Source: an optimization exercise on an open RTL-to-GDS flow (aim: small area, a short achievable clock period and few clock cycles). Production flows keep margins and buffers that such runs may drop.
RTL that was checked went through simulation tests only; none was proved equivalent to the original.

Setup of v6:
// alu_add
module alu_add (
    input   logic           clk_i,
    input   logic           rst_i,
    input   logic [36:0]    left_i,      
    input   logic [36:0]    right_i,     
    output  logic           in_ready_o,
    input   logic           in_valid_i,
    output  logic [36:0]    result_o,    
    input   logic           out_ready_i,
    output  logic           out_valid_o
);
clock: 10.0 ns
lec_check: 0
cap_margin: 20
core_margin: 2
core_utilization: 40
slew_margin: 20
standard.sh (not shown) runs the stock make flow with config.mk's settings and CLKGATE_MAP_FILE= SYNTH_SCRIPT=/design/flow/synth_recipe.tcl, a recipe that flattens the netlist after the stock synthesis.
==> flow/flow/run.sh <==
#!/bin/bash
# Standard ORFS layout, with two changes: adders are left to abc as plain gates
# (no half/full adder cells), and ports are buffered with buf_1 cells.
set -euo pipefail
bash standard.sh ADDER_MAP_FILE= 'BUFFER_PORTS_ARGS=-buffer_cell sky130_fd_sc_hd__buf_1' finish > standard.log 2>&1
v6 ended with every stage complete and zero timing, DRC or antenna violations.
Input-level comparison between v7 and v6:
==> flow/flow/run.sh <==
#!/bin/bash
# Standard ORFS layout, with ports buffered by buf_1 cells instead of clkdlybuf4s50_1.
set -euo pipefail
bash standard.sh 'BUFFER_PORTS_ARGS=-buffer_cell sky130_fd_sc_hd__buf_1' finish > standard.log 2>&1
Results
- Between v7 and v6, it is v7 whose utilization is higher, by 1.0 points.
- The met3 demand-to-capacity share in global routing in v7 sits 1.8 points below the value recorded for v6.
- Changes observed in v7 relative to v6: via count lower; multi-input logic area lower.
No functional check of the RTL was part of any run of this note.

Another version of the RTL of alu_add (not shown whole).
Size: about 1600 cells after synthesis, about 120 I/O pins, roughly 0.012 mm2 of cells after synthesis.
clock: 10.0 ns
lec_check: 0
abc_area: 1
cap_margin: 20
core_margin: 2
core_utilization: 40
setup_slack_margin: 5
slew_margin: 20
==> flow/flow/run.sh <==
#!/bin/bash
# Standard ORFS layout, with ports buffered by buf_1 cells instead of clkdlybuf4s50_1.
set -euo pipefail
bash standard.sh 'BUFFER_PORTS_ARGS=-buffer_cell sky130_fd_sc_hd__buf_1' finish > standard.log 2>&1
==> next run, changes <==
==> flow/flow/run.sh (replaced) <==
#!/bin/bash
# Standard ORFS layout, with ports buffered by buf_1 cells instead of clkdlybuf4s50_1,
# and timing repair aimed at 6 ns of setup slack.
set -euo pipefail
bash standard.sh 'BUFFER_PORTS_ARGS=-buffer_cell sky130_fd_sc_hd__buf_1' SETUP_SLACK_MARGIN=6 finish > standard.log 2>&1
SETUP_SLACK_MARGIN = unset   (was 5)
=> Via count climbs by 3.0%. Wire length is higher by 7.8%. Worst hold slack gains 11 ps. Clock-buffer cell count shrinks by 2. Synthesized cell count does not change.
No run of this note included a check of the RTL's function; only the layout flow was run.

The RTL this note starts from:
==> flow/design.v <==
package calc_pkg;
    typedef struct packed {
        logic on;
        logic off;
        logic mem_rc;
        logic mem_sub;
        logic mem_add;
        logic op_percent;
        logic op_sqrt;
        logic op_div;
        logic op_mul;
        logic op_sub;
        logic op_add;
        logic op_eq;
        logic dot;
        logic num_1;
        logic num_2;
        logic num_3;
        logic num_4;
        logic num_5;
        logic num_6;
        logic num_7;
        logic num_8;
        logic num_9;
        logic num_0;
    } buttons_t;
    typedef enum logic [4:0] {
        B_NONE,          
        B_ON,            
        B_OFF,           
        B_MEM_RC,        
        B_MEM_SUB,       
        B_MEM_ADD,       
        B_OP_PERCENT,    
        B_OP_SQRT,       
        B_OP_DIV,        
        B_OP_MUL,        
        B_OP_SUB,        
        B_OP_ADD,        
        B_OP_EQ,         
        B_DOT,           
        B_NUM_1,         
        B_NUM_2,         
        B_NUM_3,         
        B_NUM_4,         
        B_NUM_5,         
        B_NUM_6,         
        B_NUM_7,         
        B_NUM_8,         
        B_NUM_9,         
        B_NUM_0,         
        B_UNKNOWN        
    } active_button_t;
    function automatic logic isNumberButton(active_button_t active_button);
        isNumberButton = ((active_button >= calc_pkg::B_NUM_1) && (active_button <= calc_pkg::B_NUM_0));
    endfunction
    function automatic logic isOpButton(active_button_t active_button);
        isOpButton = ((active_button >= calc_pkg::B_OP_DIV) && (active_button <= calc_pkg::B_OP_ADD));
    endfunction
    function automatic logic isEqButton(active_button_t active_button);
        isEqButton = (active_button == calc_pkg::B_OP_EQ);
    endfunction
    function automatic logic isDotButton(active_button_t active_button);
        isDotButton = (active_button == calc_pkg::B_DOT);
    endfunction
    typedef logic [3:0] bcd_t;
    function automatic logic [6:0] bcd2segments(bcd_t bcd);
        unique case (bcd)
            4'd0: bcd2segments = 7'b1111110;
            4'd1: bcd2segments = 7'b0110000;
            4'd2: bcd2segments = 7'b1101101;
            4'd3: bcd2segments = 7'b1111001;
            4'd4: bcd2segments = 7'b0110011;
            4'd5: bcd2segments = 7'b1011011;
            4'd6: bcd2segments = 7'b1011111;
            4'd7: bcd2segments = 7'b1110000;
            4'd8: bcd2segments = 7'b1111111;
            4'd9: bcd2segments = 7'b1111011;
            default: bcd2segments = 7'bxxxxxxx;
        endcase
    endfunction
    typedef enum logic [1:0] {
        OP_NONE,
        OP_ADD,
        OP_MUL,
        OP_DIV
    } op_t;
    function automatic op_t button2op(active_button_t active_button);
        unique case (active_button)
            calc_pkg::B_OP_DIV: button2op = calc_pkg::OP_DIV;
            calc_pkg::B_OP_MUL: button2op = calc_pkg::OP_MUL;
            calc_pkg::B_OP_SUB: button2op = calc_pkg::OP_ADD;
            calc_pkg::B_OP_ADD: button2op = calc_pkg::OP_ADD;
            default: button2op = calc_pkg::OP_NONE;
        endcase
    endfunction
    function automatic bcd_t button2bcd(active_button_t active_button);
        unique case (active_button)
            calc_pkg::B_NUM_1: button2bcd = 1;
            calc_pkg::B_NUM_2: button2bcd = 2;
            calc_pkg::B_NUM_3: button2bcd = 3;
            calc_pkg::B_NUM_4: button2bcd = 4;
            calc_pkg::B_NUM_5: button2bcd = 5;
            calc_pkg::B_NUM_6: button2bcd = 6;
            calc_pkg::B_NUM_7: button2bcd = 7;
            calc_pkg::B_NUM_8: button2bcd = 8;
            calc_pkg::B_NUM_9: button2bcd = 9;
            calc_pkg::B_NUM_0: button2bcd = 0;
            default: button2bcd = 0;
        endcase
    endfunction
    parameter NumDigits = 8;
    typedef logic unsigned [$clog2(NumDigits)-1:0] exponent_t;
    typedef struct packed {
        logic error;
        logic sign;
        exponent_t exponent;
        bcd_t [NumDigits-1:0] significand;
    } num_t;
    function automatic num_t neg(num_t num);
        neg = num;
        neg.sign = !num.sign;
    endfunction
endpackage
module alu_add (
    input   logic           clk_i,
    input   logic           rst_i,
    input   logic [36:0]    left_i,      
    input   logic [36:0]    right_i,     
    output  logic           in_ready_o,
    input   logic           in_valid_i,
    output  logic [36:0]    result_o,    
    input   logic           out_ready_i,
    output  logic           out_valid_o
);
function automatic logic [3:0] c9(input logic [3:0] y, input logic en);
    c9 = {en ? ~(y[3] | y[2] | y[1]) : y[3], y[2] ^ (en & y[1]), y[1], y[0] ^ en};
endfunction
function automatic logic [3:0] dinc(input logic [3:0] r, input logic c);
    dinc = c ? {(r[3] & ~r[0]) | (r[2] & r[1] & r[0]), r[2] ^ (r[1] & r[0]), (r[1] ^ r[0]) & ~r[3], ~r[0]} : r;
endfunction
logic v1_q, v2_q, en1, en2;
assign en2         = !v2_q || out_ready_i;
assign en1         = !v1_q || en2;
assign in_ready_o  = en1;
assign out_valid_o = v2_q;
always_ff @(posedge clk_i) begin
    if (rst_i) begin
        v1_q <= 1'b0;
        v2_q <= 1'b0;
    end else begin
        if (en1) v1_q <= in_valid_i;
        if (en2) v2_q <= v1_q;
    end
end
logic [31:0] sa, sb, big, sml, sml_sh;
logic [2:0]  ea, eb, er, d;
logic        ga, gb, a_ge, g_big, g_sml, sub;
assign sa = left_i[31:0];
assign sb = right_i[31:0];
assign ea = left_i[34:32];
assign eb = right_i[34:32];
assign ga = left_i[35];
assign gb = right_i[35];
assign a_ge   = (ea >= eb);
assign d      = a_ge ? (ea - eb) : (eb - ea);
assign er     = a_ge ? ea : eb;
assign big    = a_ge ? sa : sb;
assign sml    = a_ge ? sb : sa;
assign g_big  = a_ge ? ga : gb;
assign g_sml  = a_ge ? gb : ga;
assign sub    = ga ^ gb;
assign sml_sh = sml >> {d, 2'b00};
logic [4:0] z  [8];
logic [3:0] xk [8];
logic [3:0] xh [8];
logic [4:0] xc [8];
always_comb begin
    for (int i = 0; i < 8; i++) begin
        xk[i] = big[4*i +: 4] & c9(sml_sh[4*i +: 4], sub);
        xh[i] = big[4*i +: 4] ^ c9(sml_sh[4*i +: 4], sub);
        xc[i][0] = 1'b0;
        xc[i][1] = xk[i][0];
        xc[i][2] = xk[i][1] | (xh[i][1] & xk[i][0]);
        xc[i][3] = xk[i][2] | (xh[i][2] & xk[i][1]) | (xh[i][2] & xh[i][1] & xk[i][0]);
        xc[i][4] = xk[i][3] | (xh[i][3] & xk[i][2]) | (xh[i][3] & xh[i][2] & xk[i][1])
                 | (xh[i][3] & xh[i][2] & xh[i][1] & xk[i][0]);
        z[i] = {xc[i][4], xh[i] ^ xc[i][3:0]};
    end
end
logic [4:0] z_q [8];
logic [2:0] er_q;
logic       sub_q, gbig_q, gsml_q;
always_ff @(posedge clk_i) begin
    if (en1) begin
        for (int i = 0; i < 8; i++) z_q[i] <= z[i];
        er_q   <= er;
        sub_q  <= sub;
        gbig_q <= g_big;
        gsml_q <= g_sml;
    end
end
logic [3:0] r0 [8];
logic [7:0] g, p;
always_comb begin
    for (int i = 0; i < 8; i++) begin
        g[i] = z_q[i][4] | (z_q[i][3] & (z_q[i][2] | z_q[i][1]));
        p[i] = ~z_q[i][4] & z_q[i][3] & ~z_q[i][2] & ~z_q[i][1] & z_q[i][0];
        r0[i] = g[i] ? {z_q[i][3] ^ (z_q[i][2] | z_q[i][1]), ~(z_q[i][2] ^ z_q[i][1]), ~z_q[i][1], z_q[i][0]}
                     : z_q[i][3:0];
    end
end
logic [8:0] c0, c1;
logic [7:0] gg [4];
logic [7:0] pp [4];
always_comb begin
    gg[0] = g; pp[0] = p;
    for (int l = 0; l < 3; l++) begin
        for (int i = 0; i < 8; i++) begin
            if (i >= (1 << l)) begin
                gg[l+1][i] = gg[l][i] | (pp[l][i] & gg[l][i - (1 << l)]);
                pp[l+1][i] = pp[l][i] & pp[l][i - (1 << l)];
            end else begin
                gg[l+1][i] = gg[l][i];
                pp[l+1][i] = pp[l][i];
            end
        end
    end
    c0[0] = 1'b0;
    c1[0] = 1'b1;
    for (int i = 0; i < 8; i++) begin
        c0[i+1] = gg[3][i];
        c1[i+1] = gg[3][i] | pp[3][i];
    end
end
logic        cy, inc, neg, shr;
logic [31:0] s;
assign cy  = c0[8];
assign inc = sub_q & cy;
assign neg = sub_q & ~cy;
assign shr = ~sub_q & cy;
always_comb
    for (int i = 0; i < 8; i++)
        s[4*i +: 4] = dinc(r0[i], c0[i] | (inc & c1[i]));
logic [7:0]  zd;         
logic [7:0]  lzt;        
logic [8:1]  kt;         
logic [2:0]  k;
logic [31:0] h4, h2, h1, m;
logic [3:0]  fill;
assign fill = {neg, 2'b00, neg};
always_comb begin
    for (int i = 0; i < 8; i++)
        zd[i] = (s[4*i +: 4] == fill);
    lzt[0] = 1'b1;
    for (int j = 1; j <= 7; j++) begin
        lzt[j] = lzt[j-1] & zd[8-j];
        kt[j] = lzt[j] && (er_q >= 3'(j));
    end
    kt[8] = 1'b0;
    k[2] = kt[4];
    k[1] = kt[6] | (kt[2] & ~kt[4]);
    k[0] = kt[7] | (kt[5] & ~kt[6]) | (kt[3] & ~kt[4]) | (kt[1] & ~kt[2]);
    h4 = k[2] ? {s[15:0], {4{fill}}} : s;
    h2 = k[1] ? {h4[23:0], {2{fill}}} : h4;
    h1 = k[0] ? {h2[27:0], fill} : h2;
    for (int i = 0; i < 8; i++)
        m[4*i +: 4] = c9(h1[4*i +: 4], neg);
end
logic [36:0] res;
assign res = shr ? {er_q == 3'd7, gbig_q, er_q + 3'd1, 4'd1, s[31:4]}
                 : {1'b0, (neg ? gsml_q : gbig_q) & ~(&zd), er_q - k, m};
logic [36:0] r2_q;
always_ff @(posedge clk_i)
    if (en2) r2_q <= res;
assign result_o = r2_q;
endmodule
Settings: LEC_CHECK=0, ABC_AREA=1, CAP_MARGIN=20, CORE_MARGIN=2, CORE_UTILIZATION=40, SETUP_SLACK_MARGIN=4, SLEW_MARGIN=20; clock period 10.0 ns.
==> flow/flow/run.sh <==
#!/bin/bash
# Standard ORFS layout, with ports buffered by buf_1 cells instead of clkdlybuf4s50_1.
set -euo pipefail
bash standard.sh 'BUFFER_PORTS_ARGS=-buffer_cell sky130_fd_sc_hd__buf_1' finish > standard.log 2>&1
The first run ran to the end with no violations.
Testbench counts at the start, summed over its fixed seeds: cycles 3,216.
Edit:
- ABC_AREA: 1 -> not set
- SETUP_SLACK_MARGIN: 4 -> 3
What happened: Clock skew barely changes. Area after synthesis went down by a few percent. Sequential share of layout area went up by 0.69 points.
Edit:
- ABC_AREA: not set -> 1
- SETUP_SLACK_MARGIN: 3 -> 4.5
After rerunning:
- The changed run finished clean
- count of clock-buffer cells in the layout does not change
- non-clock buffer count grows by 10
- worst setup slack is better by 1.3 ns
- design area grows by 4.9%
- flip-flop and latch count does not change
- final cell count grows by 33%
- fmax grows by 25%
- worst hold slack is worse by 0.061 ns
- wire length grows by 8.8%
- synthesized area grows by 3.2%
- die area grows by 3.2%
Edit:
- ABC_AREA: 1 -> not set
Effect:
- final cell count goes down by about a fifth
- routed wire length goes down by a few percent
- clock skew hardly moves
- register-to-register slack got worse by 0.19 ns
Edit:
- SETUP_SLACK_MARGIN: 4.5 -> 5
=> Routed wire length climbs by about 11%.

[what the ideal ports hide]
Ports are ideal in the flow. The routed layouts listed here were re-timed in OpenROAD.
Step 1 assumes that a clkbuf_16 drives the clock port and a buf_2 every other input.
Step 2 also shifts input and output timing later by t, the mid clock arrival at the registers, as if the neighbouring blocks saw the same clock.
Three values: ideal, step 1, step 2; two values: the first two.
run	shift t [ns]	setup slack, ns	worst hold slack (ns)	worst setup path at the end	pins driven straight from the clock port
v6	0.305	1.043 / 1.051 / 0.745	1.150 / 1.150 / 1.150	input to register	1
v7	0.311	0.907 / 0.920 / 0.609	1.168 / 1.168 / 1.168	input to register	1
the first run of note 2	0.467	5.076 / 5.055 / 5.055	0.416 / 0.416 / 0.416	input to output	1
the second run of note 2	0.480	5.342 / 5.311 / 5.311	0.427 / 0.427 / 0.427	input to output	1
the first run of note 3	0.395	4.354 / 4.372 / 3.977	0.460 / 0.460 / 0.460	input to register	1
the second run of note 3	0.400	3.401 / 3.418 / 3.018	0.521 / 0.521 / 0.521	input to register	1
the third run of note 3	0.396	4.707 / 4.728 / 4.332	0.460 / 0.460 / 0.460	input to register	1
the fourth run of note 3	0.402	4.627 / 4.627 / 4.333	0.523 / 0.523 / 0.523	input to register	1
the fifth run of note 3	0.402	4.883 / 4.883 / 4.588	0.514 / 0.514 / 0.514	input to register	1
After both steps every run listed still meets setup and hold. For the second run of note 3, which loses most, drivers alone change the setup slack by +0.017 ns; drivers and shift together by -0.383 ns.
